Source: an optimization exercise on an open RTL-to-GDS flow (aim: small area and a short achievable clock period). Production flows keep margins and buffers that such runs may drop.
Where RTL was checked, it was by simulation tests only, not by an equivalence proof against the original.
No functional check of the RTL was part of run 1.
Power is estimated from default activity; no workload was simulated.

### flow/design.v
module ALU_TOP #(parameter Width = 16)
(
  input  [Width-1:0] A,
  input  [Width-1:0] B,
  input  [3:0]       ALU_FUN,
  input              CLK,
  input              RST,
  output [Width-1:0] Arith_OUT,
  output             Arith_Flag,
  output             Carry_OUT,
  output [Width-1:0] Logic_Out,
  output             Logic_Flag,
  output [Width-1:0] CMP_OUT,
  output             CMP_Flag,
  output             Shift_Flag,
  output [Width-1:0] Shift_OUT
);
  wire mul1 = (ALU_FUN == 4'b0010);
  wire div1 = (ALU_FUN == 4'b0011);
  wire s1 = ALU_FUN[0] | (ALU_FUN[3:2] == 2'b10);
  wire [15:0] bx1 = B ^ {16{s1}};
  wire [16:0] bz1;
  assign bz1[0] = 1'b1;
  assign bz1[1] = bz1[0] & ~B[15];
  assign bz1[2] = bz1[1] & ~B[14];
  assign bz1[3] = bz1[2] & ~B[13];
  assign bz1[4] = bz1[3] & ~B[12];
  assign bz1[5] = bz1[4] & ~B[11];
  assign bz1[6] = bz1[5] & ~B[10];
  assign bz1[7] = bz1[6] & ~B[9];
  assign bz1[8] = bz1[7] & ~B[8];
  assign bz1[9] = bz1[8] & ~B[7];
  assign bz1[10] = bz1[9] & ~B[6];
  assign bz1[11] = bz1[10] & ~B[5];
  assign bz1[12] = bz1[11] & ~B[4];
  assign bz1[13] = bz1[12] & ~B[3];
  assign bz1[14] = bz1[13] & ~B[2];
  assign bz1[15] = bz1[14] & ~B[1];
  assign bz1[16] = bz1[15] & ~B[0];
  wire r15_a = A[15] & ~mul1;
  wire [0:0] r15_t = r15_a;
  wire [0:0] r15_p = r15_t ^ bx1[0:0];
  wire [0:0] r15_g = r15_t & bx1[0:0];
  wire r15_G1 = r15_g[0] | (r15_p[0] & s1);
  wire [0:0] r15_s;
  assign r15_s[0] = r15_p[0] ^ s1;
  wire r15_c = r15_G1;
  wire r15_sel = (mul1 & A[15]) | (div1 & bz1[15] & r15_c);
  wire [0:0] r15_r = r15_sel ? r15_s : r15_t;
  wire r14_a = A[14] & ~mul1;
  wire [1:0] r14_t = {r15_r[0:0], r14_a};
  wire [1:0] r14_p = r14_t ^ bx1[1:0];
  wire [1:0] r14_g = r14_t & bx1[1:0];
  wire r14_G1 = r14_g[0] | (r14_p[0] & s1);
  wire r14_G2 = r14_g[1] | (r14_p[1] & r14_G1);
  wire [1:0] r14_s;
  assign r14_s[0] = r14_p[0] ^ s1;
  assign r14_s[1] = r14_p[1] ^ r14_G1;
  wire r14_c = r14_G2;
  wire r14_sel = (mul1 & A[14]) | (div1 & bz1[14] & r14_c);
  wire [1:0] r14_r = r14_sel ? r14_s : r14_t;
  wire r13_a = A[13] & ~mul1;
  wire [2:0] r13_t = {r14_r[1:0], r13_a};
  wire [2:0] r13_p = r13_t ^ bx1[2:0];
  wire [2:0] r13_g = r13_t & bx1[2:0];
  wire r13_G1 = r13_g[0] | (r13_p[0] & s1);
  wire r13_G2 = r13_g[2] | (r13_p[2] & r13_g[1]);
  wire r13_P2 = r13_p[2] & r13_p[1];
  wire r13_G3 = r13_g[1] | (r13_p[1] & r13_G1);
  wire r13_G4 = r13_G2 | (r13_P2 & r13_G1);
  wire [2:0] r13_s;
  assign r13_s[0] = r13_p[0] ^ s1;
  assign r13_s[1] = r13_p[1] ^ r13_G1;
  assign r13_s[2] = r13_p[2] ^ r13_G3;
  wire r13_c = r13_G4;
  wire r13_sel = (mul1 & A[13]) | (div1 & bz1[13] & r13_c);
  wire [2:0] r13_r = r13_sel ? r13_s : r13_t;
  wire r12_a = A[12] & ~mul1;
  wire [3:0] r12_t = {r13_r[2:0], r12_a};
  wire [3:0] r12_p = r12_t ^ bx1[3:0];
  wire [3:0] r12_g = r12_t & bx1[3:0];
  wire r12_G1 = r12_g[0] | (r12_p[0] & s1);
  wire r12_G2 = r12_g[2] | (r12_p[2] & r12_g[1]);
  wire r12_P2 = r12_p[2] & r12_p[1];
  wire r12_G3 = r12_g[1] | (r12_p[1] & r12_G1);
  wire r12_G4 = r12_G2 | (r12_P2 & r12_G1);
  wire r12_G5 = r12_g[3] | (r12_p[3] & r12_G4);
  wire [3:0] r12_s;
  assign r12_s[0] = r12_p[0] ^ s1;
  assign r12_s[1] = r12_p[1] ^ r12_G1;
  assign r12_s[2] = r12_p[2] ^ r12_G3;
  assign r12_s[3] = r12_p[3] ^ r12_G4;
  wire r12_c = r12_G5;
  wire r12_sel = (mul1 & A[12]) | (div1 & bz1[12] & r12_c);
  wire [3:0] r12_r = r12_sel ? r12_s : r12_t;
  wire r11_a = A[11] & ~mul1;
  wire [4:0] r11_t = {r12_r[3:0], r11_a};
  wire [4:0] r11_p = r11_t ^ bx1[4:0];
  wire [4:0] r11_g = r11_t & bx1[4:0];
  wire r11_G1 = r11_g[0] | (r11_p[0] & s1);
  wire r11_G2 = r11_g[2] | (r11_p[2] & r11_g[1]);
  wire r11_P2 = r11_p[2] & r11_p[1];
  wire r11_G3 = r11_g[4] | (r11_p[4] & r11_g[3]);
  wire r11_P3 = r11_p[4] & r11_p[3];
  wire r11_G4 = r11_g[1] | (r11_p[1] & r11_G1);
  wire r11_G5 = r11_G2 | (r11_P2 & r11_G1);
  wire r11_G6 = r11_g[3] | (r11_p[3] & r11_G5);
  wire r11_G7 = r11_G3 | (r11_P3 & r11_G5);
  wire [4:0] r11_s;
  assign r11_s[0] = r11_p[0] ^ s1;
  assign r11_s[1] = r11_p[1] ^ r11_G1;
  assign r11_s[2] = r11_p[2] ^ r11_G4;
  assign r11_s[3] = r11_p[3] ^ r11_G5;
  assign r11_s[4] = r11_p[4] ^ r11_G6;
  wire r11_c = r11_G7;
  wire r11_sel = (mul1 & A[11]) | (div1 & bz1[11] & r11_c);
  wire [4:0] r11_r = r11_sel ? r11_s : r11_t;
  wire r10_a = A[10] & ~mul1;
  wire [5:0] r10_t = {r11_r[4:0], r10_a};
  wire [5:0] r10_p = r10_t ^ bx1[5:0];
  wire [5:0] r10_g = r10_t & bx1[5:0];
  wire r10_G1 = r10_g[0] | (r10_p[0] & s1);
  wire r10_G2 = r10_g[2] | (r10_p[2] & r10_g[1]);
  wire r10_P2 = r10_p[2] & r10_p[1];
  wire r10_G3 = r10_g[4] | (r10_p[4] & r10_g[3]);
  wire r10_P3 = r10_p[4] & r10_p[3];
  wire r10_G4 = r10_g[1] | (r10_p[1] & r10_G1);
  wire r10_G5 = r10_G2 | (r10_P2 & r10_G1);
  wire r10_G6 = r10_g[5] | (r10_p[5] & r10_G3);
  wire r10_P6 = r10_p[5] & r10_P3;
  wire r10_G7 = r10_g[3] | (r10_p[3] & r10_G5);
  wire r10_G8 = r10_G3 | (r10_P3 & r10_G5);
  wire r10_G9 = r10_G6 | (r10_P6 & r10_G5);
  wire [5:0] r10_s;
  assign r10_s[0] = r10_p[0] ^ s1;
  assign r10_s[1] = r10_p[1] ^ r10_G1;
  assign r10_s[2] = r10_p[2] ^ r10_G4;
  assign r10_s[3] = r10_p[3] ^ r10_G5;
  assign r10_s[4] = r10_p[4] ^ r10_G7;
  assign r10_s[5] = r10_p[5] ^ r10_G8;
  wire r10_c = r10_G9;
  wire r10_sel = (mul1 & A[10]) | (div1 & bz1[10] & r10_c);
  wire [5:0] r10_r = r10_sel ? r10_s : r10_t;
  wire r9_a = A[9] & ~mul1;
  wire [6:0] r9_t = {r10_r[5:0], r9_a};
  wire [6:0] r9_p = r9_t ^ bx1[6:0];
  wire [6:0] r9_g = r9_t & bx1[6:0];
  wire r9_G1 = r9_g[0] | (r9_p[0] & s1);
  wire r9_G2 = r9_g[2] | (r9_p[2] & r9_g[1]);
  wire r9_P2 = r9_p[2] & r9_p[1];
  wire r9_G3 = r9_g[4] | (r9_p[4] & r9_g[3]);
  wire r9_P3 = r9_p[4] & r9_p[3];
  wire r9_G4 = r9_g[6] | (r9_p[6] & r9_g[5]);
  wire r9_P4 = r9_p[6] & r9_p[5];
  wire r9_G5 = r9_g[1] | (r9_p[1] & r9_G1);
  wire r9_G6 = r9_G2 | (r9_P2 & r9_G1);
  wire r9_G7 = r9_g[5] | (r9_p[5] & r9_G3);
  wire r9_P7 = r9_p[5] & r9_P3;
  wire r9_G8 = r9_G4 | (r9_P4 & r9_G3);
  wire r9_P8 = r9_P4 & r9_P3;
  wire r9_G9 = r9_g[3] | (r9_p[3] & r9_G6);
  wire r9_G10 = r9_G3 | (r9_P3 & r9_G6);
  wire r9_G11 = r9_G7 | (r9_P7 & r9_G6);
  wire r9_G12 = r9_G8 | (r9_P8 & r9_G6);
  wire [6:0] r9_s;
  assign r9_s[0] = r9_p[0] ^ s1;
  assign r9_s[1] = r9_p[1] ^ r9_G1;
  assign r9_s[2] = r9_p[2] ^ r9_G5;
  assign r9_s[3] = r9_p[3] ^ r9_G6;
  assign r9_s[4] = r9_p[4] ^ r9_G9;
  assign r9_s[5] = r9_p[5] ^ r9_G10;
  assign r9_s[6] = r9_p[6] ^ r9_G11;
  wire r9_c = r9_G12;
  wire r9_sel = (mul1 & A[9]) | (div1 & bz1[9] & r9_c);
  wire [6:0] r9_r = r9_sel ? r9_s : r9_t;
  wire r8_a = A[8] & ~mul1;
  wire [7:0] r8_t = {r9_r[6:0], r8_a};
  wire [7:0] r8_p = r8_t ^ bx1[7:0];
  wire [7:0] r8_g = r8_t & bx1[7:0];
  wire r8_G1 = r8_g[0] | (r8_p[0] & s1);
  wire r8_G2 = r8_g[2] | (r8_p[2] & r8_g[1]);
  wire r8_P2 = r8_p[2] & r8_p[1];
  wire r8_G3 = r8_g[4] | (r8_p[4] & r8_g[3]);
  wire r8_P3 = r8_p[4] & r8_p[3];
  wire r8_G4 = r8_g[6] | (r8_p[6] & r8_g[5]);
  wire r8_P4 = r8_p[6] & r8_p[5];
  wire r8_G5 = r8_g[1] | (r8_p[1] & r8_G1);
  wire r8_G6 = r8_G2 | (r8_P2 & r8_G1);
  wire r8_G7 = r8_g[5] | (r8_p[5] & r8_G3);
  wire r8_P7 = r8_p[5] & r8_P3;
  wire r8_G8 = r8_G4 | (r8_P4 & r8_G3);
  wire r8_P8 = r8_P4 & r8_P3;
  wire r8_G9 = r8_g[3] | (r8_p[3] & r8_G6);
  wire r8_G10 = r8_G3 | (r8_P3 & r8_G6);
  wire r8_G11 = r8_G7 | (r8_P7 & r8_G6);
  wire r8_G12 = r8_G8 | (r8_P8 & r8_G6);
  wire r8_G13 = r8_g[7] | (r8_p[7] & r8_G12);
  wire [7:0] r8_s;
  assign r8_s[0] = r8_p[0] ^ s1;
  assign r8_s[1] = r8_p[1] ^ r8_G1;
  assign r8_s[2] = r8_p[2] ^ r8_G5;
  assign r8_s[3] = r8_p[3] ^ r8_G6;
  assign r8_s[4] = r8_p[4] ^ r8_G9;
  assign r8_s[5] = r8_p[5] ^ r8_G10;
  assign r8_s[6] = r8_p[6] ^ r8_G11;
  assign r8_s[7] = r8_p[7] ^ r8_G12;
  wire r8_c = r8_G13;
  wire r8_sel = (mul1 & A[8]) | (div1 & bz1[8] & r8_c);
  wire [7:0] r8_r = r8_sel ? r8_s : r8_t;
  wire r7_a = A[7] & ~mul1;
  wire [8:0] r7_t = {r8_r[7:0], r7_a};
  wire [8:0] r7_p = r7_t ^ bx1[8:0];
  wire [8:0] r7_g = r7_t & bx1[8:0];
  wire r7_G1 = r7_g[0] | (r7_p[0] & s1);
  wire r7_G2 = r7_g[2] | (r7_p[2] & r7_g[1]);
  wire r7_P2 = r7_p[2] & r7_p[1];
  wire r7_G3 = r7_g[4] | (r7_p[4] & r7_g[3]);
  wire r7_P3 = r7_p[4] & r7_p[3];
  wire r7_G4 = r7_g[6] | (r7_p[6] & r7_g[5]);
  wire r7_P4 = r7_p[6] & r7_p[5];
  wire r7_G5 = r7_g[8] | (r7_p[8] & r7_g[7]);
  wire r7_P5 = r7_p[8] & r7_p[7];
  wire r7_G6 = r7_g[1] | (r7_p[1] & r7_G1);
  wire r7_G7 = r7_G2 | (r7_P2 & r7_G1);
  wire r7_G8 = r7_g[5] | (r7_p[5] & r7_G3);
  wire r7_P8 = r7_p[5] & r7_P3;
  wire r7_G9 = r7_G4 | (r7_P4 & r7_G3);
  wire r7_P9 = r7_P4 & r7_P3;
  wire r7_G10 = r7_g[3] | (r7_p[3] & r7_G7);
  wire r7_G11 = r7_G3 | (r7_P3 & r7_G7);
  wire r7_G12 = r7_G8 | (r7_P8 & r7_G7);
  wire r7_G13 = r7_G9 | (r7_P9 & r7_G7);
  wire r7_G14 = r7_g[7] | (r7_p[7] & r7_G13);
  wire r7_G15 = r7_G5 | (r7_P5 & r7_G13);
  wire [8:0] r7_s;
  assign r7_s[0] = r7_p[0] ^ s1;
  assign r7_s[1] = r7_p[1] ^ r7_G1;
  assign r7_s[2] = r7_p[2] ^ r7_G6;
  assign r7_s[3] = r7_p[3] ^ r7_G7;
  assign r7_s[4] = r7_p[4] ^ r7_G10;
  assign r7_s[5] = r7_p[5] ^ r7_G11;
  assign r7_s[6] = r7_p[6] ^ r7_G12;
  assign r7_s[7] = r7_p[7] ^ r7_G13;
  assign r7_s[8] = r7_p[8] ^ r7_G14;
  wire r7_c = r7_G15;
  wire r7_sel = (mul1 & A[7]) | (div1 & bz1[7] & r7_c);
  wire [8:0] r7_r = r7_sel ? r7_s : r7_t;
  wire r6_a = A[6] & ~mul1;
  wire [9:0] r6_t = {r7_r[8:0], r6_a};
  wire [9:0] r6_p = r6_t ^ bx1[9:0];
  wire [9:0] r6_g = r6_t & bx1[9:0];
  wire r6_G1 = r6_g[0] | (r6_p[0] & s1);
  wire r6_G2 = r6_g[2] | (r6_p[2] & r6_g[1]);
  wire r6_P2 = r6_p[2] & r6_p[1];
  wire r6_G3 = r6_g[4] | (r6_p[4] & r6_g[3]);
  wire r6_P3 = r6_p[4] & r6_p[3];
  wire r6_G4 = r6_g[6] | (r6_p[6] & r6_g[5]);
  wire r6_P4 = r6_p[6] & r6_p[5];
  wire r6_G5 = r6_g[8] | (r6_p[8] & r6_g[7]);
  wire r6_P5 = r6_p[8] & r6_p[7];
  wire r6_G6 = r6_g[1] | (r6_p[1] & r6_G1);
  wire r6_G7 = r6_G2 | (r6_P2 & r6_G1);
  wire r6_G8 = r6_g[5] | (r6_p[5] & r6_G3);
  wire r6_P8 = r6_p[5] & r6_P3;
  wire r6_G9 = r6_G4 | (r6_P4 & r6_G3);
  wire r6_P9 = r6_P4 & r6_P3;
  wire r6_G10 = r6_g[9] | (r6_p[9] & r6_G5);
  wire r6_P10 = r6_p[9] & r6_P5;
  wire r6_G11 = r6_g[3] | (r6_p[3] & r6_G7);
  wire r6_G12 = r6_G3 | (r6_P3 & r6_G7);
  wire r6_G13 = r6_G8 | (r6_P8 & r6_G7);
  wire r6_G14 = r6_G9 | (r6_P9 & r6_G7);
  wire r6_G15 = r6_g[7] | (r6_p[7] & r6_G14);
  wire r6_G16 = r6_G5 | (r6_P5 & r6_G14);
  wire r6_G17 = r6_G10 | (r6_P10 & r6_G14);
  wire [9:0] r6_s;
  assign r6_s[0] = r6_p[0] ^ s1;
  assign r6_s[1] = r6_p[1] ^ r6_G1;
  assign r6_s[2] = r6_p[2] ^ r6_G6;
  assign r6_s[3] = r6_p[3] ^ r6_G7;
  assign r6_s[4] = r6_p[4] ^ r6_G11;
  assign r6_s[5] = r6_p[5] ^ r6_G12;
  assign r6_s[6] = r6_p[6] ^ r6_G13;
  assign r6_s[7] = r6_p[7] ^ r6_G14;
  assign r6_s[8] = r6_p[8] ^ r6_G15;
  assign r6_s[9] = r6_p[9] ^ r6_G16;
  wire r6_c = r6_G17;
  wire r6_sel = (mul1 & A[6]) | (div1 & bz1[6] & r6_c);
  wire [9:0] r6_r = r6_sel ? r6_s : r6_t;
  reg [15:0]   BXr;   
  reg [5:0]  Alo;
  reg [9:0] Rr;    
  reg [15:6]   Qr;
  reg [1:0]    Fr;
  reg fA, fL, fC, fS;
  always @(posedge CLK) begin
    BXr <= bx1;
    Alo <= A[5:0];
    Rr  <= r6_r;
    Qr  <= {r15_sel, r14_sel, r13_sel, r12_sel, r11_sel, r10_sel, r9_sel, r8_sel, r7_sel, r6_sel};
    Fr  <= ALU_FUN[1:0];
  end
  always @(posedge CLK or negedge RST) begin
    if (!RST) begin
      fA <= 1'b0; fL <= 1'b0; fC <= 1'b0; fS <= 1'b0;
    end else begin
      fA <= (ALU_FUN[3:2] == 2'b00);
      fL <= (ALU_FUN[3:2] == 2'b01);
      fC <= (ALU_FUN[3:2] == 2'b10);
      fS <= (ALU_FUN[3:2] == 2'b11);
    end
  end
  wire add2 = fA & (Fr == 2'b00);
  wire sub2 = fA & (Fr == 2'b01);
  wire mul2 = fA & (Fr == 2'b10);
  wire div2 = fA & (Fr == 2'b11);
  wire sr = Fr[0] | fC;
  wire [15:0] Br = BXr ^ {16{sr}};
  wire [16:0] bz2;
  assign bz2[0] = 1'b1;
  assign bz2[1] = bz2[0] & BXr[15];
  assign bz2[2] = bz2[1] & BXr[14];
  assign bz2[3] = bz2[2] & BXr[13];
  assign bz2[4] = bz2[3] & BXr[12];
  assign bz2[5] = bz2[4] & BXr[11];
  assign bz2[6] = bz2[5] & BXr[10];
  assign bz2[7] = bz2[6] & BXr[9];
  assign bz2[8] = bz2[7] & BXr[8];
  assign bz2[9] = bz2[8] & BXr[7];
  assign bz2[10] = bz2[9] & BXr[6];
  assign bz2[11] = bz2[10] & BXr[5];
  assign bz2[12] = bz2[11] & BXr[4];
  assign bz2[13] = bz2[12] & BXr[3];
  assign bz2[14] = bz2[13] & BXr[2];
  assign bz2[15] = bz2[14] & BXr[1];
  assign bz2[16] = bz2[15] & BXr[0];
  wire [15:0] Alo16 = {10'b0, Alo};
  wire r5_a = Alo16[5] & ~mul2;
  wire [10:0] r5_t = {Rr[9:0], r5_a};
  wire [10:0] r5_p = r5_t ^ BXr[10:0];
  wire [10:0] r5_g = r5_t & BXr[10:0];
  wire r5_G1 = r5_g[0] | (r5_p[0] & sr);
  wire r5_G2 = r5_g[2] | (r5_p[2] & r5_g[1]);
  wire r5_P2 = r5_p[2] & r5_p[1];
  wire r5_G3 = r5_g[4] | (r5_p[4] & r5_g[3]);
  wire r5_P3 = r5_p[4] & r5_p[3];
  wire r5_G4 = r5_g[6] | (r5_p[6] & r5_g[5]);
  wire r5_P4 = r5_p[6] & r5_p[5];
  wire r5_G5 = r5_g[8] | (r5_p[8] & r5_g[7]);
  wire r5_P5 = r5_p[8] & r5_p[7];
  wire r5_G6 = r5_g[10] | (r5_p[10] & r5_g[9]);
  wire r5_P6 = r5_p[10] & r5_p[9];
  wire r5_G7 = r5_g[1] | (r5_p[1] & r5_G1);
  wire r5_G8 = r5_G2 | (r5_P2 & r5_G1);
  wire r5_G9 = r5_g[5] | (r5_p[5] & r5_G3);
  wire r5_P9 = r5_p[5] & r5_P3;
  wire r5_G10 = r5_G4 | (r5_P4 & r5_G3);
  wire r5_P10 = r5_P4 & r5_P3;
  wire r5_G11 = r5_g[9] | (r5_p[9] & r5_G5);
  wire r5_P11 = r5_p[9] & r5_P5;
  wire r5_G12 = r5_G6 | (r5_P6 & r5_G5);
  wire r5_P12 = r5_P6 & r5_P5;
  wire r5_G13 = r5_g[3] | (r5_p[3] & r5_G8);
  wire r5_G14 = r5_G3 | (r5_P3 & r5_G8);
  wire r5_G15 = r5_G9 | (r5_P9 & r5_G8);
  wire r5_G16 = r5_G10 | (r5_P10 & r5_G8);
  wire r5_G17 = r5_g[7] | (r5_p[7] & r5_G16);
  wire r5_G18 = r5_G5 | (r5_P5 & r5_G16);
  wire r5_G19 = r5_G11 | (r5_P11 & r5_G16);
  wire r5_G20 = r5_G12 | (r5_P12 & r5_G16);
  wire [10:0] r5_s;
  assign r5_s[0] = r5_p[0] ^ sr;
  assign r5_s[1] = r5_p[1] ^ r5_G1;
  assign r5_s[2] = r5_p[2] ^ r5_G7;
  assign r5_s[3] = r5_p[3] ^ r5_G8;
  assign r5_s[4] = r5_p[4] ^ r5_G13;
  assign r5_s[5] = r5_p[5] ^ r5_G14;
  assign r5_s[6] = r5_p[6] ^ r5_G15;
  assign r5_s[7] = r5_p[7] ^ r5_G16;
  assign r5_s[8] = r5_p[8] ^ r5_G17;
  assign r5_s[9] = r5_p[9] ^ r5_G18;
  assign r5_s[10] = r5_p[10] ^ r5_G19;
  wire r5_c = r5_G20;
  wire r5_sel = (mul2 & Alo16[5]) | (div2 & bz2[5] & r5_c);
  wire [10:0] r5_r = r5_sel ? r5_s : r5_t;
  wire r4_a = Alo16[4] & ~mul2;
  wire [11:0] r4_t = {r5_r[10:0], r4_a};
  wire [11:0] r4_p = r4_t ^ BXr[11:0];
  wire [11:0] r4_g = r4_t & BXr[11:0];
  wire r4_G1 = r4_g[0] | (r4_p[0] & sr);
  wire r4_G2 = r4_g[2] | (r4_p[2] & r4_g[1]);
  wire r4_P2 = r4_p[2] & r4_p[1];
  wire r4_G3 = r4_g[4] | (r4_p[4] & r4_g[3]);
  wire r4_P3 = r4_p[4] & r4_p[3];
  wire r4_G4 = r4_g[6] | (r4_p[6] & r4_g[5]);
  wire r4_P4 = r4_p[6] & r4_p[5];
  wire r4_G5 = r4_g[8] | (r4_p[8] & r4_g[7]);
  wire r4_P5 = r4_p[8] & r4_p[7];
  wire r4_G6 = r4_g[10] | (r4_p[10] & r4_g[9]);
  wire r4_P6 = r4_p[10] & r4_p[9];
  wire r4_G7 = r4_g[1] | (r4_p[1] & r4_G1);
  wire r4_G8 = r4_G2 | (r4_P2 & r4_G1);
  wire r4_G9 = r4_g[5] | (r4_p[5] & r4_G3);
  wire r4_P9 = r4_p[5] & r4_P3;
  wire r4_G10 = r4_G4 | (r4_P4 & r4_G3);
  wire r4_P10 = r4_P4 & r4_P3;
  wire r4_G11 = r4_g[9] | (r4_p[9] & r4_G5);
  wire r4_P11 = r4_p[9] & r4_P5;
  wire r4_G12 = r4_G6 | (r4_P6 & r4_G5);
  wire r4_P12 = r4_P6 & r4_P5;
  wire r4_G13 = r4_g[3] | (r4_p[3] & r4_G8);
  wire r4_G14 = r4_G3 | (r4_P3 & r4_G8);
  wire r4_G15 = r4_G9 | (r4_P9 & r4_G8);
  wire r4_G16 = r4_G10 | (r4_P10 & r4_G8);
  wire r4_G17 = r4_g[11] | (r4_p[11] & r4_G12);
  wire r4_P17 = r4_p[11] & r4_P12;
  wire r4_G18 = r4_g[7] | (r4_p[7] & r4_G16);
  wire r4_G19 = r4_G5 | (r4_P5 & r4_G16);
  wire r4_G20 = r4_G11 | (r4_P11 & r4_G16);
  wire r4_G21 = r4_G12 | (r4_P12 & r4_G16);
  wire r4_G22 = r4_G17 | (r4_P17 & r4_G16);
  wire [11:0] r4_s;
  assign r4_s[0] = r4_p[0] ^ sr;
  assign r4_s[1] = r4_p[1] ^ r4_G1;
  assign r4_s[2] = r4_p[2] ^ r4_G7;
  assign r4_s[3] = r4_p[3] ^ r4_G8;
  assign r4_s[4] = r4_p[4] ^ r4_G13;
  assign r4_s[5] = r4_p[5] ^ r4_G14;
  assign r4_s[6] = r4_p[6] ^ r4_G15;
  assign r4_s[7] = r4_p[7] ^ r4_G16;
  assign r4_s[8] = r4_p[8] ^ r4_G18;
  assign r4_s[9] = r4_p[9] ^ r4_G19;
  assign r4_s[10] = r4_p[10] ^ r4_G20;
  assign r4_s[11] = r4_p[11] ^ r4_G21;
  wire r4_c = r4_G22;
  wire r4_sel = (mul2 & Alo16[4]) | (div2 & bz2[4] & r4_c);
  wire [11:0] r4_r = r4_sel ? r4_s : r4_t;
  wire r3_a = Alo16[3] & ~mul2;
  wire [12:0] r3_t = {r4_r[11:0], r3_a};
  wire [12:0] r3_p = r3_t ^ BXr[12:0];
  wire [12:0] r3_g = r3_t & BXr[12:0];
  wire r3_G1 = r3_g[0] | (r3_p[0] & sr);
  wire r3_G2 = r3_g[2] | (r3_p[2] & r3_g[1]);
  wire r3_P2 = r3_p[2] & r3_p[1];
  wire r3_G3 = r3_g[4] | (r3_p[4] & r3_g[3]);
  wire r3_P3 = r3_p[4] & r3_p[3];
  wire r3_G4 = r3_g[6] | (r3_p[6] & r3_g[5]);
  wire r3_P4 = r3_p[6] & r3_p[5];
  wire r3_G5 = r3_g[8] | (r3_p[8] & r3_g[7]);
  wire r3_P5 = r3_p[8] & r3_p[7];
  wire r3_G6 = r3_g[10] | (r3_p[10] & r3_g[9]);
  wire r3_P6 = r3_p[10] & r3_p[9];
  wire r3_G7 = r3_g[12] | (r3_p[12] & r3_g[11]);
  wire r3_P7 = r3_p[12] & r3_p[11];
  wire r3_G8 = r3_g[1] | (r3_p[1] & r3_G1);
  wire r3_G9 = r3_G2 | (r3_P2 & r3_G1);
  wire r3_G10 = r3_g[5] | (r3_p[5] & r3_G3);
  wire r3_P10 = r3_p[5] & r3_P3;
  wire r3_G11 = r3_G4 | (r3_P4 & r3_G3);
  wire r3_P11 = r3_P4 & r3_P3;
  wire r3_G12 = r3_g[9] | (r3_p[9] & r3_G5);
  wire r3_P12 = r3_p[9] & r3_P5;
  wire r3_G13 = r3_G6 | (r3_P6 & r3_G5);
  wire r3_P13 = r3_P6 & r3_P5;
  wire r3_G14 = r3_g[3] | (r3_p[3] & r3_G9);
  wire r3_G15 = r3_G3 | (r3_P3 & r3_G9);
  wire r3_G16 = r3_G10 | (r3_P10 & r3_G9);
  wire r3_G17 = r3_G11 | (r3_P11 & r3_G9);
  wire r3_G18 = r3_g[11] | (r3_p[11] & r3_G13);
  wire r3_P18 = r3_p[11] & r3_P13;
  wire r3_G19 = r3_G7 | (r3_P7 & r3_G13);
  wire r3_P19 = r3_P7 & r3_P13;
  wire r3_G20 = r3_g[7] | (r3_p[7] & r3_G17);
  wire r3_G21 = r3_G5 | (r3_P5 & r3_G17);
  wire r3_G22 = r3_G12 | (r3_P12 & r3_G17);
  wire r3_G23 = r3_G13 | (r3_P13 & r3_G17);
  wire r3_G24 = r3_G18 | (r3_P18 & r3_G17);
  wire r3_G25 = r3_G19 | (r3_P19 & r3_G17);
  wire [12:0] r3_s;
  assign r3_s[0] = r3_p[0] ^ sr;
  assign r3_s[1] = r3_p[1] ^ r3_G1;
  assign r3_s[2] = r3_p[2] ^ r3_G8;
  assign r3_s[3] = r3_p[3] ^ r3_G9;
  assign r3_s[4] = r3_p[4] ^ r3_G14;
  assign r3_s[5] = r3_p[5] ^ r3_G15;
  assign r3_s[6] = r3_p[6] ^ r3_G16;
  assign r3_s[7] = r3_p[7] ^ r3_G17;
  assign r3_s[8] = r3_p[8] ^ r3_G20;
  assign r3_s[9] = r3_p[9] ^ r3_G21;
  assign r3_s[10] = r3_p[10] ^ r3_G22;
  assign r3_s[11] = r3_p[11] ^ r3_G23;
  assign r3_s[12] = r3_p[12] ^ r3_G24;
  wire r3_c = r3_G25;
  wire r3_sel = (mul2 & Alo16[3]) | (div2 & bz2[3] & r3_c);
  wire [12:0] r3_r = r3_sel ? r3_s : r3_t;
  wire r2_a = Alo16[2] & ~mul2;
  wire [13:0] r2_t = {r3_r[12:0], r2_a};
  wire [13:0] r2_p = r2_t ^ BXr[13:0];
  wire [13:0] r2_g = r2_t & BXr[13:0];
  wire r2_G1 = r2_g[0] | (r2_p[0] & sr);
  wire r2_G2 = r2_g[2] | (r2_p[2] & r2_g[1]);
  wire r2_P2 = r2_p[2] & r2_p[1];
  wire r2_G3 = r2_g[4] | (r2_p[4] & r2_g[3]);
  wire r2_P3 = r2_p[4] & r2_p[3];
  wire r2_G4 = r2_g[6] | (r2_p[6] & r2_g[5]);
  wire r2_P4 = r2_p[6] & r2_p[5];
  wire r2_G5 = r2_g[8] | (r2_p[8] & r2_g[7]);
  wire r2_P5 = r2_p[8] & r2_p[7];
  wire r2_G6 = r2_g[10] | (r2_p[10] & r2_g[9]);
  wire r2_P6 = r2_p[10] & r2_p[9];
  wire r2_G7 = r2_g[12] | (r2_p[12] & r2_g[11]);
  wire r2_P7 = r2_p[12] & r2_p[11];
  wire r2_G8 = r2_g[1] | (r2_p[1] & r2_G1);
  wire r2_G9 = r2_G2 | (r2_P2 & r2_G1);
  wire r2_G10 = r2_g[5] | (r2_p[5] & r2_G3);
  wire r2_P10 = r2_p[5] & r2_P3;
  wire r2_G11 = r2_G4 | (r2_P4 & r2_G3);
  wire r2_P11 = r2_P4 & r2_P3;
  wire r2_G12 = r2_g[9] | (r2_p[9] & r2_G5);
  wire r2_P12 = r2_p[9] & r2_P5;
  wire r2_G13 = r2_G6 | (r2_P6 & r2_G5);
  wire r2_P13 = r2_P6 & r2_P5;
  wire r2_G14 = r2_g[13] | (r2_p[13] & r2_G7);
  wire r2_P14 = r2_p[13] & r2_P7;
  wire r2_G15 = r2_g[3] | (r2_p[3] & r2_G9);
  wire r2_G16 = r2_G3 | (r2_P3 & r2_G9);
  wire r2_G17 = r2_G10 | (r2_P10 & r2_G9);
  wire r2_G18 = r2_G11 | (r2_P11 & r2_G9);
  wire r2_G19 = r2_g[11] | (r2_p[11] & r2_G13);
  wire r2_P19 = r2_p[11] & r2_P13;
  wire r2_G20 = r2_G7 | (r2_P7 & r2_G13);
  wire r2_P20 = r2_P7 & r2_P13;
  wire r2_G21 = r2_G14 | (r2_P14 & r2_G13);
  wire r2_P21 = r2_P14 & r2_P13;
  wire r2_G22 = r2_g[7] | (r2_p[7] & r2_G18);
  wire r2_G23 = r2_G5 | (r2_P5 & r2_G18);
  wire r2_G24 = r2_G12 | (r2_P12 & r2_G18);
  wire r2_G25 = r2_G13 | (r2_P13 & r2_G18);
  wire r2_G26 = r2_G19 | (r2_P19 & r2_G18);
  wire r2_G27 = r2_G20 | (r2_P20 & r2_G18);
  wire r2_G28 = r2_G21 | (r2_P21 & r2_G18);
  wire [13:0] r2_s;
  assign r2_s[0] = r2_p[0] ^ sr;
  assign r2_s[1] = r2_p[1] ^ r2_G1;
  assign r2_s[2] = r2_p[2] ^ r2_G8;
  assign r2_s[3] = r2_p[3] ^ r2_G9;
  assign r2_s[4] = r2_p[4] ^ r2_G15;
  assign r2_s[5] = r2_p[5] ^ r2_G16;
  assign r2_s[6] = r2_p[6] ^ r2_G17;
  assign r2_s[7] = r2_p[7] ^ r2_G18;
  assign r2_s[8] = r2_p[8] ^ r2_G22;
  assign r2_s[9] = r2_p[9] ^ r2_G23;
  assign r2_s[10] = r2_p[10] ^ r2_G24;
  assign r2_s[11] = r2_p[11] ^ r2_G25;
  assign r2_s[12] = r2_p[12] ^ r2_G26;
  assign r2_s[13] = r2_p[13] ^ r2_G27;
  wire r2_c = r2_G28;
  wire r2_sel = (mul2 & Alo16[2]) | (div2 & bz2[2] & r2_c);
  wire [13:0] r2_r = r2_sel ? r2_s : r2_t;
  wire r1_a = Alo16[1] & ~mul2;
  wire [14:0] r1_t = {r2_r[13:0], r1_a};
  wire [14:0] r1_p = r1_t ^ BXr[14:0];
  wire [14:0] r1_g = r1_t & BXr[14:0];
  wire r1_G1 = r1_g[0] | (r1_p[0] & sr);
  wire r1_G2 = r1_g[2] | (r1_p[2] & r1_g[1]);
  wire r1_P2 = r1_p[2] & r1_p[1];
  wire r1_G3 = r1_g[4] | (r1_p[4] & r1_g[3]);
  wire r1_P3 = r1_p[4] & r1_p[3];
  wire r1_G4 = r1_g[6] | (r1_p[6] & r1_g[5]);
  wire r1_P4 = r1_p[6] & r1_p[5];
  wire r1_G5 = r1_g[8] | (r1_p[8] & r1_g[7]);
  wire r1_P5 = r1_p[8] & r1_p[7];
  wire r1_G6 = r1_g[10] | (r1_p[10] & r1_g[9]);
  wire r1_P6 = r1_p[10] & r1_p[9];
  wire r1_G7 = r1_g[12] | (r1_p[12] & r1_g[11]);
  wire r1_P7 = r1_p[12] & r1_p[11];
  wire r1_G8 = r1_g[14] | (r1_p[14] & r1_g[13]);
  wire r1_P8 = r1_p[14] & r1_p[13];
  wire r1_G9 = r1_g[1] | (r1_p[1] & r1_G1);
  wire r1_G10 = r1_G2 | (r1_P2 & r1_G1);
  wire r1_G11 = r1_g[5] | (r1_p[5] & r1_G3);
  wire r1_P11 = r1_p[5] & r1_P3;
  wire r1_G12 = r1_G4 | (r1_P4 & r1_G3);
  wire r1_P12 = r1_P4 & r1_P3;
  wire r1_G13 = r1_g[9] | (r1_p[9] & r1_G5);
  wire r1_P13 = r1_p[9] & r1_P5;
  wire r1_G14 = r1_G6 | (r1_P6 & r1_G5);
  wire r1_P14 = r1_P6 & r1_P5;
  wire r1_G15 = r1_g[13] | (r1_p[13] & r1_G7);
  wire r1_P15 = r1_p[13] & r1_P7;
  wire r1_G16 = r1_G8 | (r1_P8 & r1_G7);
  wire r1_P16 = r1_P8 & r1_P7;
  wire r1_G17 = r1_g[3] | (r1_p[3] & r1_G10);
  wire r1_G18 = r1_G3 | (r1_P3 & r1_G10);
  wire r1_G19 = r1_G11 | (r1_P11 & r1_G10);
  wire r1_G20 = r1_G12 | (r1_P12 & r1_G10);
  wire r1_G21 = r1_g[11] | (r1_p[11] & r1_G14);
  wire r1_P21 = r1_p[11] & r1_P14;
  wire r1_G22 = r1_G7 | (r1_P7 & r1_G14);
  wire r1_P22 = r1_P7 & r1_P14;
  wire r1_G23 = r1_G15 | (r1_P15 & r1_G14);
  wire r1_P23 = r1_P15 & r1_P14;
  wire r1_G24 = r1_G16 | (r1_P16 & r1_G14);
  wire r1_P24 = r1_P16 & r1_P14;
  wire r1_G25 = r1_g[7] | (r1_p[7] & r1_G20);
  wire r1_G26 = r1_G5 | (r1_P5 & r1_G20);
  wire r1_G27 = r1_G13 | (r1_P13 & r1_G20);
  wire r1_G28 = r1_G14 | (r1_P14 & r1_G20);
  wire r1_G29 = r1_G21 | (r1_P21 & r1_G20);
  wire r1_G30 = r1_G22 | (r1_P22 & r1_G20);
  wire r1_G31 = r1_G23 | (r1_P23 & r1_G20);
  wire r1_G32 = r1_G24 | (r1_P24 & r1_G20);
  wire [14:0] r1_s;
  assign r1_s[0] = r1_p[0] ^ sr;
  assign r1_s[1] = r1_p[1] ^ r1_G1;
  assign r1_s[2] = r1_p[2] ^ r1_G9;
  assign r1_s[3] = r1_p[3] ^ r1_G10;
  assign r1_s[4] = r1_p[4] ^ r1_G17;
  assign r1_s[5] = r1_p[5] ^ r1_G18;
  assign r1_s[6] = r1_p[6] ^ r1_G19;
  assign r1_s[7] = r1_p[7] ^ r1_G20;
  assign r1_s[8] = r1_p[8] ^ r1_G25;
  assign r1_s[9] = r1_p[9] ^ r1_G26;
  assign r1_s[10] = r1_p[10] ^ r1_G27;
  assign r1_s[11] = r1_p[11] ^ r1_G28;
  assign r1_s[12] = r1_p[12] ^ r1_G29;
  assign r1_s[13] = r1_p[13] ^ r1_G30;
  assign r1_s[14] = r1_p[14] ^ r1_G31;
  wire r1_c = r1_G32;
  wire r1_sel = (mul2 & Alo16[1]) | (div2 & bz2[1] & r1_c);
  wire [14:0] r1_r = r1_sel ? r1_s : r1_t;
  wire r0_a = Alo16[0] & ~mul2;
  wire [15:0] r0_t = {r1_r[14:0], r0_a};
  wire [15:0] r0_p = r0_t ^ BXr[15:0];
  wire [15:0] r0_g = r0_t & BXr[15:0];
  wire r0_G1 = r0_g[0] | (r0_p[0] & sr);
  wire r0_G2 = r0_g[2] | (r0_p[2] & r0_g[1]);
  wire r0_P2 = r0_p[2] & r0_p[1];
  wire r0_G3 = r0_g[4] | (r0_p[4] & r0_g[3]);
  wire r0_P3 = r0_p[4] & r0_p[3];
  wire r0_G4 = r0_g[6] | (r0_p[6] & r0_g[5]);
  wire r0_P4 = r0_p[6] & r0_p[5];
  wire r0_G5 = r0_g[8] | (r0_p[8] & r0_g[7]);
  wire r0_P5 = r0_p[8] & r0_p[7];
  wire r0_G6 = r0_g[10] | (r0_p[10] & r0_g[9]);
  wire r0_P6 = r0_p[10] & r0_p[9];
  wire r0_G7 = r0_g[12] | (r0_p[12] & r0_g[11]);
  wire r0_P7 = r0_p[12] & r0_p[11];
  wire r0_G8 = r0_g[14] | (r0_p[14] & r0_g[13]);
  wire r0_P8 = r0_p[14] & r0_p[13];
  wire r0_G9 = r0_g[1] | (r0_p[1] & r0_G1);
  wire r0_G10 = r0_G2 | (r0_P2 & r0_G1);
  wire r0_G11 = r0_g[5] | (r0_p[5] & r0_G3);
  wire r0_P11 = r0_p[5] & r0_P3;
  wire r0_G12 = r0_G4 | (r0_P4 & r0_G3);
  wire r0_P12 = r0_P4 & r0_P3;
  wire r0_G13 = r0_g[9] | (r0_p[9] & r0_G5);
  wire r0_P13 = r0_p[9] & r0_P5;
  wire r0_G14 = r0_G6 | (r0_P6 & r0_G5);
  wire r0_P14 = r0_P6 & r0_P5;
  wire r0_G15 = r0_g[13] | (r0_p[13] & r0_G7);
  wire r0_P15 = r0_p[13] & r0_P7;
  wire r0_G16 = r0_G8 | (r0_P8 & r0_G7);
  wire r0_P16 = r0_P8 & r0_P7;
  wire r0_G17 = r0_g[3] | (r0_p[3] & r0_G10);
  wire r0_G18 = r0_G3 | (r0_P3 & r0_G10);
  wire r0_G19 = r0_G11 | (r0_P11 & r0_G10);
  wire r0_G20 = r0_G12 | (r0_P12 & r0_G10);
  wire r0_G21 = r0_g[11] | (r0_p[11] & r0_G14);
  wire r0_P21 = r0_p[11] & r0_P14;
  wire r0_G22 = r0_G7 | (r0_P7 & r0_G14);
  wire r0_P22 = r0_P7 & r0_P14;
  wire r0_G23 = r0_G15 | (r0_P15 & r0_G14);
  wire r0_P23 = r0_P15 & r0_P14;
  wire r0_G24 = r0_G16 | (r0_P16 & r0_G14);
  wire r0_P24 = r0_P16 & r0_P14;
  wire r0_G25 = r0_g[7] | (r0_p[7] & r0_G20);
  wire r0_G26 = r0_G5 | (r0_P5 & r0_G20);
  wire r0_G27 = r0_G13 | (r0_P13 & r0_G20);
  wire r0_G28 = r0_G14 | (r0_P14 & r0_G20);
  wire r0_G29 = r0_G21 | (r0_P21 & r0_G20);
  wire r0_G30 = r0_G22 | (r0_P22 & r0_G20);
  wire r0_G31 = r0_G23 | (r0_P23 & r0_G20);
  wire r0_G32 = r0_G24 | (r0_P24 & r0_G20);
  wire r0_G33 = r0_g[15] | (r0_p[15] & r0_G32);
  wire [15:0] r0_s;
  assign r0_s[0] = r0_p[0] ^ sr;
  assign r0_s[1] = r0_p[1] ^ r0_G1;
  assign r0_s[2] = r0_p[2] ^ r0_G9;
  assign r0_s[3] = r0_p[3] ^ r0_G10;
  assign r0_s[4] = r0_p[4] ^ r0_G17;
  assign r0_s[5] = r0_p[5] ^ r0_G18;
  assign r0_s[6] = r0_p[6] ^ r0_G19;
  assign r0_s[7] = r0_p[7] ^ r0_G20;
  assign r0_s[8] = r0_p[8] ^ r0_G25;
  assign r0_s[9] = r0_p[9] ^ r0_G26;
  assign r0_s[10] = r0_p[10] ^ r0_G27;
  assign r0_s[11] = r0_p[11] ^ r0_G28;
  assign r0_s[12] = r0_p[12] ^ r0_G29;
  assign r0_s[13] = r0_p[13] ^ r0_G30;
  assign r0_s[14] = r0_p[14] ^ r0_G31;
  assign r0_s[15] = r0_p[15] ^ r0_G32;
  wire r0_c = r0_G33;
  wire r0_sel = (mul2 & Alo16[0]) | (div2 & bz2[0] & r0_c) | add2 | sub2;
  wire r0_rsel = (mul2 & Alo16[0]) | add2 | sub2;
  wire [15:0] r0_r = r0_rsel ? r0_s : r0_t;
  wire [15:0] Ar = {Rr, Alo};    
  assign Arith_OUT  = div2 ? {Qr, r5_sel, r4_sel, r3_sel, r2_sel, r1_sel, r0_sel} : (fA ? r0_r : 16'b0);
  assign Arith_Flag = fA;
  assign Carry_OUT  = add2 & r0_c;
  reg [15:0] lo;
  always @(*) begin
    case (Fr)
      2'b00: lo = Ar & Br;
      2'b01: lo = Ar | Br;
      2'b10: lo = ~(Ar & Br);
      default: lo = ~(Ar | Br);
    endcase
  end
  assign Logic_Out  = fL ? lo : 16'b0;
  assign Logic_Flag = fL;
  wire eq = &(r0_t ^ BXr);
  wire ge = r0_c;
  wire gt = ge & ~eq;
  wire lt = ~ge;
  wire [1:0] cmp = (Fr == 2'b01) ? {1'b0, eq} :
                   (Fr == 2'b10) ? {gt, 1'b0} :
                   (Fr == 2'b11) ? {lt, lt} : 2'b00;
  assign CMP_OUT  = {14'b0, fC ? cmp : 2'b00};
  assign CMP_Flag = fC;
  reg [15:0] sh;
  always @(*) begin
    case (Fr)
      2'b00: sh = Ar >> 1;
      2'b01: sh = Ar << 1;
      2'b10: sh = Br >> 1;
      default: sh = Br << 1;
    endcase
  end
  assign Shift_OUT  = fS ? sh : 16'b0;
  assign Shift_Flag = fS;
endmodule
### flow/run.sh
#!/bin/bash
# synth_recipe.tcl (not shown) runs the flow's synth.tcl, then flattens the netlist and writes it again
# the make line also repeats each setting of config.mk as NAME=value (left out here)
make -C /OpenROAD-flow-scripts/flow DESIGN_CONFIG=/design/flow/config.mk WORK_HOME=/design/flow/orfs CLKGATE_MAP_FILE= SYNTH_SCRIPT=/design/flow/synth_recipe.tcl finish
### flow/config.mk
export PLATFORM = sky130hd
export DESIGN_NAME = ALU_TOP
export DESIGN_NICKNAME = ALU_TOP
export VERILOG_FILES = /design/flow/design.v
export SDC_FILE = /design/flow/constraint.sdc
export NUM_CORES = 4
export LEC_CHECK = 0
export ABC_AREA = 1
export CAP_MARGIN = 20
export CORE_MARGIN = 2
export CORE_UTILIZATION = 40
export SLEW_MARGIN = 20
### flow/constraint.sdc
create_clock -name core_clock -period 32.0 [get_ports {CLK}]
set_input_delay 6.4000 -clock core_clock [delete_from_list [all_inputs] [get_ports {CLK}]]
set_output_delay 6.4000 -clock core_clock [all_outputs]
set_load 0.01 [all_outputs]
==> flow_summary_export.csv, run 1 <==
group,metric,value,unit
clocking,cts.htree.levels,2,
floorplan,rows,57,
clocking,cts_hold_buf,0,
setup_path,crit_path_max_fanout,30,
timing,slew_headroom,33.0,%
place,dp.final_hpwl,27100,µm
clocking,clkSinkCount,48,
floorplan,die_h,160,µm
setup_path,crit_path_top_delay_cell,"nor2_2",
power,powerDensity,38.6,nW/µm²
place,gp_congestion,0.959,
setup_path,crit_path_start_kind,"register",
grt,overflow,0,
grt,grt_usage,25.4,%
timing,finalSetupTns,0,ns
setup_path,cp_common_cell,"nand2_1",
clocking,cts_inserted_buffers,5,
power,peakVddDrop,0.0251,mV
synth,syn_avg_cell_area,6.58,µm²
drt,drt-initial-drc-count,712,
grt,grt_pass1_wl,51700,µm
grt,grt_pass1_vias,9583,
place,io_buffers,92,
timing,tightest_slew,1.00,ns
timing,min_period,24.21,ns
setup_path,crit_path_max_incr_delay,0.71,ns
setup_path,cp.required,25.60,ns
drt,drc,0,
hold_path,hp-class,"input port to asynchronous set/reset pin",
timing,max_freq,41.3,MHz
timing,slew_violations,0,
drt,first_pass_iters,5,
layout,drive_above_1_share,7.58,%
synth,yosysUniqueCellTypes,55,
clocking,cts_tree,"built",
floorplan,coreArea,24100,µm²
layout,diodes,0,
synth,syn_area,9760,µm²
timing,rsz0062_at_grt,"no",
floorplan,dieWidth,160,µm
drt,avgRoutedWirePerCell,17.3,µm
drt,antenna_left,0,
layout,final_nets,1756,
layout,final_cells,1881,
setup_path,cp_num_buf_inv,11,
grt,antenna_found_initial,0,
floorplan,initial_core_util,40.5,%
clocking,clock_path_buffers,2,
drt,routed_wl,32500,µm
grt,grt_max_degree,37,
clocking,path_clk_slew,0.06,ns
power,p_leak,5.69,nW
floorplan,io_pins,107,
setup_path,cp_data_arrival_time,17.81,ns
setup_path,crit_start,"Fr[0]",
floorplan,dieArea,25700,µm²
synth,yosysSeqAreaShare,10.0,%
setup_path,crit_type,"register to primary output",
timing,hold_viol,0,
timing,fin_crit_sh,75.7,%
layout,area_delta_synth_final,13.5,%
clocking,cts_root_buffer,"clkbuf_16",
layout,fillers,2612,
synth,synth.yosys.warnings,1,
setup_path,critPathTopFamily,"compound AO/OA/AOI/OAI gates",
drt,viasPerCell,5.27,
drt,dr_total_vias,9907,
synth,synth_seq_cells,48,
run_status,outcome,"timing/DRC/antenna clean",
clocking,post_cts_buffers,0,
clocking,cts_resized,0,
synth,netlist_instances,1483,
setup_path,worstSetupEndpointType,"primary output",
timing,setup_violations,0,
job,drv_cap,0,
place,dp_cells,1873,
==> area by class of cell <==
cell class	instances	area (µm²)	area share, %
Timing Repair Buffer	103	1000	9.06
Clock inverter	2	16.3	0.147
Sequential cell	48	981	8.86
Clock buffer	6	129	1.16
Inverter	189	722	6.52
Tap cell	324	405	3.66
Multi-Input combinational cell	1209	7820	70.6
==> synth_stat cells, drive strengths merged <==
| library cell | count | area (µm²) |
|---|---|---|
| nand2 | 411 | 1600 |
| inv | 188 | 713 |
| nand3 | 141 | 733 |
| ha | 118 | 1480 |
| o21ai | 114 | 627 |
| a21oi | 89 | 464 |
| xor2 | 67 | 587 |
| nor2 | 49 | 209 |
| dfxtp | 44 | 881 |
| fa | 44 | 881 |
| or2 | 36 | 225 |
| xnor2 | 35 | 307 |
| buf | 32 | 224 |
| clkbuf | 18 | 67.6 |
| and2 | 14 | 87.6 |
| a21o | 13 | 97.6 |
| a31oi | 12 | 75.1 |
| nor3 | 10 | 60.1 |
| nand4 | 9 | 56.3 |
| a211oi | 6 | 45.0 |
| o21bai | 5 | 37.5 |
| dfrtp | 4 | 100 |
| nand3b | 3 | 22.5 |
| nor4 | 3 | 25.0 |
| o31ai | 3 | 36.3 |
| a21boi | 2 | 15.0 |
| a221oi | 2 | 17.5 |
| o211ai | 2 | 15.0 |
| a22oi | 1 | 21.3 |
| a31o | 1 | 8.76 |
| clkinv | 1 | 8.76 |
| conb | 1 | 3.75 |
| o21a | 1 | 7.51 |
| o221ai | 1 | 8.76 |
| o22ai | 1 | 6.26 |
| o2bb2ai | 1 | 8.76 |
| o311ai | 1 | 8.76 |
==> cell usage in the layout (no fill, tap or decap), types with 4 or more instances in the layout <==
cell type,synthesis,layout
nand2_1,396,396
inv_1,172,172
nand3_1,137,137
ha_1,118,118
clkdlybuf4s50_1,0,92
o21ai_0,85,85
a21oi_1,84,84
xor2_1,67,67
dfxtp_1,44,44
fa_1,44,44
nor2_1,43,42
xnor2_1,35,35
or2_2,32,32
o21ai_2,15,15
o21ai_1,14,14
and2_1,14,14
conb_1,1,14
inv_2,13,13
a21o_1,13,13
nand2_2,12,12
a31oi_1,12,12
buf_4,19,11
nand4_1,9,9
nor3_1,8,8
a211oi_1,6,6
nor2_2,4,5
a21oi_2,5,5
o21bai_1,5,5
clkbuf_16,0,5
or2_1,4,4
dfrtp_1,4,4
==> metrics by stage <==
| step | cell area, µm² | hold WS, ns | util [%] | setup WS, ns | power (W) |
|---|---|---|---|---|---|
| 2_1_floorplan | 9810 | 6.10 | - | 12.05 | 0.000292 |
| 3_3_place_gp | 10900 | 6.62 | 45.3 | 9.23 | 0.000373 |
| 3_5_place_dp | 10900 | 6.62 | 45.3 | 8.37 | 0.000374 |
| 4_1_cts | 11100 | 6.30 | 46.0 | 8.05 | 0.000428 |
| 5_1_grt | 11100 | 6.31 | 46.0 | 5.90 | 0.000473 |
| 6_report | 11100 | 6.30 | 46.0 | 7.79 | 0.000428 |
==> sequential cells by signal, summed over array words and instances, names as in the netlist <==
signal and flops:
BXr 16, Qr 10, Rr 10, Alo 6, Fr 2, fA 1, fC 1, fL 1
fS 1
==> path summary, 6_finish.rpt <==
check / end / cells past startpoint / slack [ns]
min in group core_clock: Alo[2] / 1 / 6.54
max: CMP_OUT[0] / 87 / 7.79
max in group asynchronous: fL / 1 / 25.54
min: fA / 1 / 6.30
==> cell families (layout without fill, tap and decap cells) <==
group	Yosys count	after routing	synth area share (%)
xor gates and xnor gates	102	102	9.15
adders and majority gates	162	162	24.1
and+or+nand+nor	676	676	30.9
AOI/OAI and AO/OA	255	255	15.4
buffers and inverters	239	300	10.4
DFF	48	48	10.0
other	1	14	0.0384
==> where the power goes <==
| group | switching, W | total (W) | internal, W |
|---|---|---|---|
| logic | 0.000176 | 0.000298 | 0.000122 |
| registers | 0.0000127 | 0.0000777 | 0.0000650 |
| clock network | 0.0000233 | 0.0000524 | 0.0000291 |
| total | 0.000212 | 0.000428 | 0.000216 |
==> layer usage <==
| metal | track usage (%) | part of all wire, % | vias up |
|---|---|---|---|
| met5 | 0 | 0 | - |
| met4 | 9.21 | 3.8 | 0 |
| met3 | 1.90 | 5.2 | 60 |
| met2 | 43.8 | 48 | 292 |
| met1 | 33.3 | 43 | 4586 |
| li1 | - | - | 4969 |
==> run 2: changes to the inputs <==
--- a/flow/design.v
+++ b/flow/design.v
@@ -19,3 +19,3 @@
   wire div1 = (ALU_FUN == 4'b0011);
-  wire s1 = ALU_FUN[0] | (ALU_FUN[3:2] == 2'b10);
+  wire s1 = ~ALU_FUN[2] & (ALU_FUN[0] | ALU_FUN[3]);
   wire [15:0] bx1 = B ^ {16{s1}};
@@ -317,3 +317,2 @@
   wire sr = Fr[0] | fC;
-  wire [15:0] Br = BXr ^ {16{sr}};
   wire [16:0] bz2;
@@ -710,9 +709,9 @@
   assign Carry_OUT  = add2 & r0_c;
-  reg [15:0] lo;
+  reg [15:0] lo;    
   always @(*) begin
     case (Fr)
-      2'b00: lo = Ar & Br;
-      2'b01: lo = Ar | Br;
-      2'b10: lo = ~(Ar & Br);
-      default: lo = ~(Ar | Br);
+      2'b00: lo = Ar & BXr;
+      2'b01: lo = Ar | BXr;
+      2'b10: lo = ~(Ar & BXr);
+      default: lo = ~(Ar | BXr);
     endcase
@@ -735,4 +734,4 @@
       2'b01: sh = Ar << 1;
-      2'b10: sh = Br >> 1;
-      default: sh = Br << 1;
+      2'b10: sh = BXr >> 1;      
+      default: sh = BXr << 1;
     endcase
==> run 2 against run 1 <==
Net effect: still clean on timing, DRC and antenna; clock-buffer cell count is the same; die area shrank 4.1%; clock power grew 15%; fmax grew 2.1%; critical path depth grew 23; total power shrank 0.19%; cell count shrank 4.3%; critical path type is now input port to register; largest power group unchanged; highest routed layer unchanged.
==> flow_summary_export.csv, run 2 <==
group,metric,value,unit
drt,antenna_left,0,
setup_path,crit_path_start_kind,"input port",
layout,layout_common_cells,"nand2_1 (371), inv_1 (175), ha_1 (118), a21oi_1 (107), nand3_1 (103)",
floorplan,io_pins,107,
run_status,outcome,"timing/DRC/antenna clean",
layout,largest_reg_flops,16,
timing,timing.hold.ws,6.31,ns
floorplan,die_h,157,µm
synth,syn_area,9350,µm²
synth,ys_top_cells_by_count,"nand2_1 (371), inv_1 (175), ha_1 (118), a21oi_1 (107), nand3_1 (103)",
timing,tightest_slew,0.764,ns
synth,synth_edf_count,0,
floorplan,initial_core_util,41.1,%
layout,largest-register,"BXr",
setup_path,crit_path_max_fanout,14,
timing,max_freq,42.2,MHz
setup_path,crit_type,"input port to register",
drt,viasPerCell,5.36,
drt,routed_wl,31800,µm
synth,yosysSeqAreaShare,10.5,%
timing,finalSetupTns,0,ns
synth,syn_avg_cell_area,6.64,µm²
layout,final_common_cell,"nand2_1",
drt,drt-initial-drc-count,746,
job,drv_cap,0,
power,p_leak,5.42,nW
synth,synth.yosys.warnings,1,
drt,avgRoutedWirePerCell,17.7,µm
timing,slew_violations,0,
drt,first_pass_iters,5,
grt,grt_usage,26.2,%
grt,grt_max_degree,43,
setup_path,cp_common_cell,"nand2_1",
synth,yosysTopAreaCell,"ha_1",
layout,final_nets,1687,
grt,grt_pass1_vias,9246,
place,io_buffers,92,
synth,yosysTopAreaCellShare,15.8,%
timing,rsz0062_at_grt,"no",
clocking,cts_tree,"built",
power,peakVddDrop,0.0226,mV
grt,grt_pass1_wl,50100,µm
clocking,clkSinkCount,48,
synth,yosysUniqueCellTypes,58,
power,powerDensity,39.9,nW/µm²
timing,setup_violations,0,
synth,synth-main-ff-cell,"dfxtp_1",
clocking,cts_root_buffer,"clkbuf_16",
floorplan,dieArea,24600,µm²
layout,area_delta_synth_final,14.4,%
setup_path,cp_data_arrival_time,23.89,ns
layout,diodes,0,
setup_path,crit_path_top_delay_cell,"clkdlybuf4s50_1",
setup_path,crit_path_max_incr_delay,0.83,ns
clocking,path_clk_slew,0.07,ns
clocking,cts.htree.levels,2,
grt,overflow,0,
setup_path,cp.required,32.19,ns
clocking,cts_hold_buf,0,
setup_path,worstSetupEndpointType,"register",
grt,antenna_found_initial,0,
clocking,clock_path_buffers,2,
synth,synthTopCellsByArea,"ha_1 (16%), nand2_1 (15%), dfxtp_1 (9.4%)",
timing,min_period,23.70,ns
place,pre_cts_slack,8.14,ns
floorplan,dieWidth,157,µm
synth,netlist_instances,1408,
synth,synth_seq_cells,48,
clocking,cts_inserted_buffers,5,
timing,timing.final.ws_setup,8.30,ns
timing,hold_viol,0,
place,dp.final_hpwl,26000,µm
synth,synth.most_common_cell,"nand2_1",
drt,dr_total_vias,9639,
drt,drc,0,
synth,async_flop_share,8.33,%
timing,fin_crit_sh,74.1,%
hold_path,hp-class,"input port to asynchronous set/reset pin",
place,gp_congestion,0.940,
layout,drive_above_1_share,7.26,%
clocking,cts_resized,0,
clocking,post_cts_buffers,0,
layout,largestRegisters,"BXr: 16 flops, Qr: 10 flops, Rr: 10 flops",
timing,slew_headroom,49.0,%
floorplan,rows,55,
floorplan,coreArea,22800,µm²
==> run 2: cell types whose count changed after synthesis, sizes merged, moves of 8 or more <==
cell,delta
nand3,-32
nand2,-28
xor2,-26
o21ai,-23
a21oi,+20
a31oi,-10
o221ai,+8
xnor2,+8
==> run 2: logic make-up (layout without fill, tap and decap cells) <==
logic type / Yosys count / after routing / synth area share [%]
AOI/OAI and AO/OA: 259 / 259 / 16.7
DFF: 48 / 48 / 10.5
adders and majority gates: 164 / 164 / 25.4
buffers and inverters: 238 / 304 / 10.6
other: 1 / 14 / 0.0401
and+or+nand+nor: 614 / 614 / 28.9
xor gates and xnor gates: 84 / 84 / 7.87
==> run 2: worst max-delay path, delay by kind of cell <==
family,cells,cell delay [ns]
xor+xnor,1,0.30
compound gates,28,4.96
buf+inv,15,2.87
simple gates,55,5.84
fa+ha+maj,11,3.50
==> run 2: layer usage <==
metal,up-vias,part of all wire [%],GRT usage [%]
met5,-,0,0
met4,0,4.0,10.0
met3,75,6.6,2.92
met2,394,46,43.8
met1,4421,43,34.7
li1,4749,-,-
==> run 2: cell type report <==
class                   instances  area (µm²)
fillers                      2360       12100
multi-input cells            1135        7430
repair buffers                105        1020
flip-flops and latches         48         981
inverters                     192         726
well taps                     313         392
clock buffers                   6         129
clock inverters                 1        30.0
==> run 2: path summary, 6_finish.rpt <==
check,startpoint,end,slack [ns],cells past startpoint
max,B[0],Rr[8],8.30,110
min,RST,fA,6.31,1
max in group asynchronous,RST,fC,25.52,1
min in group core_clock,A[3],Alo[3],6.54,1
==> run 2: stage by stage <==
step                      utilization, %  cells  cell area (µm²)  total power, W
after global placement              46.3   1793            10500        0.000364
after CTS                           47.0   1800            10700        0.000426
after global routing                47.0   1800            10700        0.000470
final                               47.0   1800            10700        0.000427
after detailed placement            46.3   1793            10500        0.000364
after floorplan                        -   1421             9400        0.000284
==> run 2: power by group <==
group,internal (W),leakage (nW),switching (W)
sequential,0.0000650,0.419,0.0000135
combinational,0.000118,4.92,0.000170
clock,0.0000365,0.0769,0.0000236
==> run 3: changes to the inputs <==
==> flow/flow/run.sh (new file) <==
#!/bin/bash
# The standard layout, with the smallest buffer on the ports.
export BUFFER_PORTS_ARGS="-buffer_cell sky130_fd_sc_hd__buf_1"
bash standard.sh > standard.log 2>&1
==> flow/standard.sh (new file) <==
#!/bin/bash
# synth_recipe.tcl (not shown) runs the flow's synth.tcl, then flattens the netlist and writes it again
# the make line also repeats each setting of config.mk as NAME=value (left out here)
make -C /OpenROAD-flow-scripts/flow DESIGN_CONFIG=/design/flow/config.mk WORK_HOME=/design/flow/orfs CLKGATE_MAP_FILE= SYNTH_SCRIPT=/design/flow/synth_recipe.tcl "${@:-finish}"
--- a/flow/config.mk
+++ b/flow/config.mk
@@ -10,3 +10,3 @@
 export CORE_MARGIN = 2
-export CORE_UTILIZATION = 40
+export CORE_UTILIZATION = 65
 export SLEW_MARGIN = 20
removed: flow/run.sh
==> run 3 against run 2 <==
Net effect: global-route usage up 13 points; routed wire length down 8.0%; cell count down 7.3%; worst hold slack worse by 0.40 ns; sequential power down 2%; cell area down 6.6%; die area down 38%; critical path depth down 11; largest power group unchanged.
==> flow_summary_export.csv, run 3 <==
group,metric,value,unit
clocking,cts_inserted_buffers,5,
synth,synth.yosys.warnings,1,
grt,antenna_found_initial,1,
place,pre_cts_slack,9.20,ns
layout,fillers,1323,
place,dp.final_hpwl,23900,µm
layout,area_delta_synth_final,6.89,%
timing,finalSetupTns,0,ns
clocking,cts_hold_buf,0,
layout,final_nets,1687,
drt,dr_total_vias,9751,
synth,yosysUniqueCellTypes,58,
grt,grt_max_degree,43,
power,power,0.000426,W
layout,largest-register,"BXr",
layout,layout_common_cells,"nand2_1 (371), inv_1 (175), ha_1 (118), a21oi_1 (107), nand3_1 (103)",
timing,slew_violations,0,
timing,hold_viol,0,
synth,synth_seq_cells,48,
hold_path,hp-class,"input port to asynchronous set/reset pin",
floorplan,rows,43,
grt,overflow,0,
drt,drc,0,
power,peakVddDrop,0.0229,mV
place,gp_congestion,1.00,
synth,yosysTopAreaCellShare,15.8,%
job,drv_cap,0,
setup_path,crit_path_top_delay_cell,"o21ai_1",
synth,synth_edf_count,0,
place,io_buffers,92,
synth,syn_area,9350,µm²
clocking,clkSinkCount,48,
grt,grt_pass1_vias,8988,
synth,synth.most_common_cell,"nand2_1",
grt,grt_usage,39.3,%
synth,async_flop_share,8.33,%
clocking,post_cts_buffers,0,
timing,fin_crit_sh,72.5,%
clocking,clock_path_buffers,2,
synth,synth-main-ff-cell,"dfxtp_1",
power,p_leak,5.21,nW
layout,drive_above_1_share,7.39,%
floorplan,dieWidth,124,µm
setup_path,cp.required,25.60,ns
layout,largest_reg_flops,16,
setup_path,crit_path_max_fanout,42,
drt,routed_wl,29200,µm
synth,synthTopCellsByArea,"ha_1 (16%), nand2_1 (15%), dfxtp_1 (9.4%)",
grt,grt_pass1_wl,45900,µm
drt,drt-initial-drc-count,840,
synth,yosysSeqAreaShare,10.5,%
synth,yosysTopAreaCell,"ha_1",
floorplan,initial_core_util,66.9,%
drt,viasPerCell,5.85,
timing,timing.hold.ws,5.90,ns
timing,min_period,23.19,ns
synth,syn_avg_cell_area,6.64,µm²
timing,setup_violations,0,
floorplan,die_h,124,µm
synth,netlist_instances,1408,
floorplan,dieArea,15400,µm²
layout,final_common_cell,"nand2_1",
setup_path,cp_data_arrival_time,16.79,ns
setup_path,crit_path_max_incr_delay,0.55,ns
drt,first_pass_iters,6,
timing,max_freq,43.1,MHz
power,powerDensity,42.6,nW/µm²
clocking,path_clk_slew,0.08,ns
layout,diodes,0,
setup_path,worstSetupEndpointType,"primary output",
clocking,cts_root_buffer,"clkbuf_16",
drt,antenna_left,0,
timing,rsz0062_at_grt,"no",
clocking,cts_tree,"built",
drt,avgRoutedWirePerCell,17.5,µm
floorplan,io_pins,107,
timing,slew_headroom,32.3,%
clocking,cts_resized,0,
floorplan,coreArea,14000,µm²
setup_path,crit_type,"register to primary output",
timing,timing.final.ws_setup,8.81,ns
synth,ys_top_cells_by_count,"nand2_1 (371), inv_1 (175), ha_1 (118), a21oi_1 (107), nand3_1 (103)",
clocking,cts.htree.levels,2,
timing,tightest_slew,1.01,ns
setup_path,crit_path_start_kind,"register",
run_status,outcome,"timing/DRC/antenna clean",
setup_path,cp_common_cell,"nand2_1",
layout,largestRegisters,"BXr: 16 flops, Qr: 10 flops, Rr: 10 flops",
run 3: worst max-delay path, delay by kind of cell, from the launching register on:
kind                     cells  cell delay, ns
buffers and inverters       14            2.77
flip-flops                   1            0.31
AO/OA/AOI/OAI               32            6.05
AND/OR/NAND/NOR             46            4.95
adder cells (fa/ha/maj)      7            2.26
run 3: cells by family after synthesis:
group | count (synthesis) | share of synthesized area (%)
other cells | 1 | 0.0401
flops | 48 | 10.5
simple gates | 614 | 28.9
buf+inv | 238 | 10.6
compound gates | 259 | 16.7
xor+xnor | 84 | 7.87
fa+ha+maj | 164 | 25.4
run 3: how the worst max path moves through the flow:
stage,start,to,slack (ns),cells past startpoint
after floorplan,ALU_FUN[0],Rr[7],11.38,106
after global placement,ALU_FUN[2],Rr[4],9.28,110
after detailed placement,ALU_FUN[2],Rr[4],9.20,112
after CTS,Fr[1],CMP_OUT[1],9.17,99
after global routing,Fr[1],CMP_OUT[1],7.32,99
final,Fr[1],CMP_OUT[1],8.81,99
run 3: layout make-up:
class / instances / area (µm²) / share of cell area (%)
multi-input combinational: 1135 / 7430 / 74.3
sequential: 48 / 981 / 9.81
tap: 180 / 225 / 2.25
clock buffer: 5 / 125 / 1.25
timing repair buffer: 105 / 443 / 4.43
inverter: 192 / 726 / 7.26
clock inverter: 3 / 68.8 / 0.688
run 3: through the flow:
| stage | std cells | util [%] | instance area (µm²) |
|---|---|---|---|
| after detailed placement | 1660 | 70.1 | 9800 |
| after global placement | 1660 | 70.1 | 9800 |
| final | 1668 | 71.5 | 10000 |
| after CTS | 1668 | 71.5 | 10000 |
| after floorplan | 1421 | - | 9400 |
| after global routing | 1668 | 71.5 | 10000 |
run 3: power by group:
| group | total [W] | internal, W | switching [W] | leakage (nW) |
|---|---|---|---|---|
| logic | 0.000277 | 0.000109 | 0.000168 | 4.69 |
| clock network | 0.0000713 | 0.0000451 | 0.0000262 | 0.0944 |
| registers | 0.0000770 | 0.0000650 | 0.0000120 | 0.419 |
| total | 0.000426 | 0.000219 | 0.000207 | 5.21 |
run 3: routing by layer:
layer / global-route usage [%] / vias up / share of wire, %
li1: - / 4748 / -
met1: 50.9 / 4388 / 39
met2: 63.2 / 509 / 45
met3: 6.27 / 106 / 9.8
met4: 20.4 / 0 / 5.2
met5: 0 / - / 0

[what the ideal ports hide]
Ports are ideal in the flow. The routed layouts listed here were re-timed in OpenROAD. Step 1: set_driving_cell puts a clkbuf_16 on CLK and a buf_2 on each other input, an assumption about the parent block. Step 2 also shifts input and output timing later by t, the mid clock arrival at the registers, as if the neighbouring blocks saw the same clock. Slacks: ideal ports / drivers / drivers and shift; pairs: ideal ports / drivers.
run | shift t [ns] | setup WS [ns] | pins driven straight from the clock port
run 1 | 0.328 | 7.791 / 7.755 / 8.083 | 1
run 2 | 0.334 | 8.298 / 8.311 / 7.977 | 1
run 3 | 0.346 | 8.809 / 8.765 / 8.912 | 1
After both steps setup and hold are still met in every run listed. For run 2, which loses most, drivers alone change the setup slack by +0.013 ns; drivers and shift together by -0.321 ns.
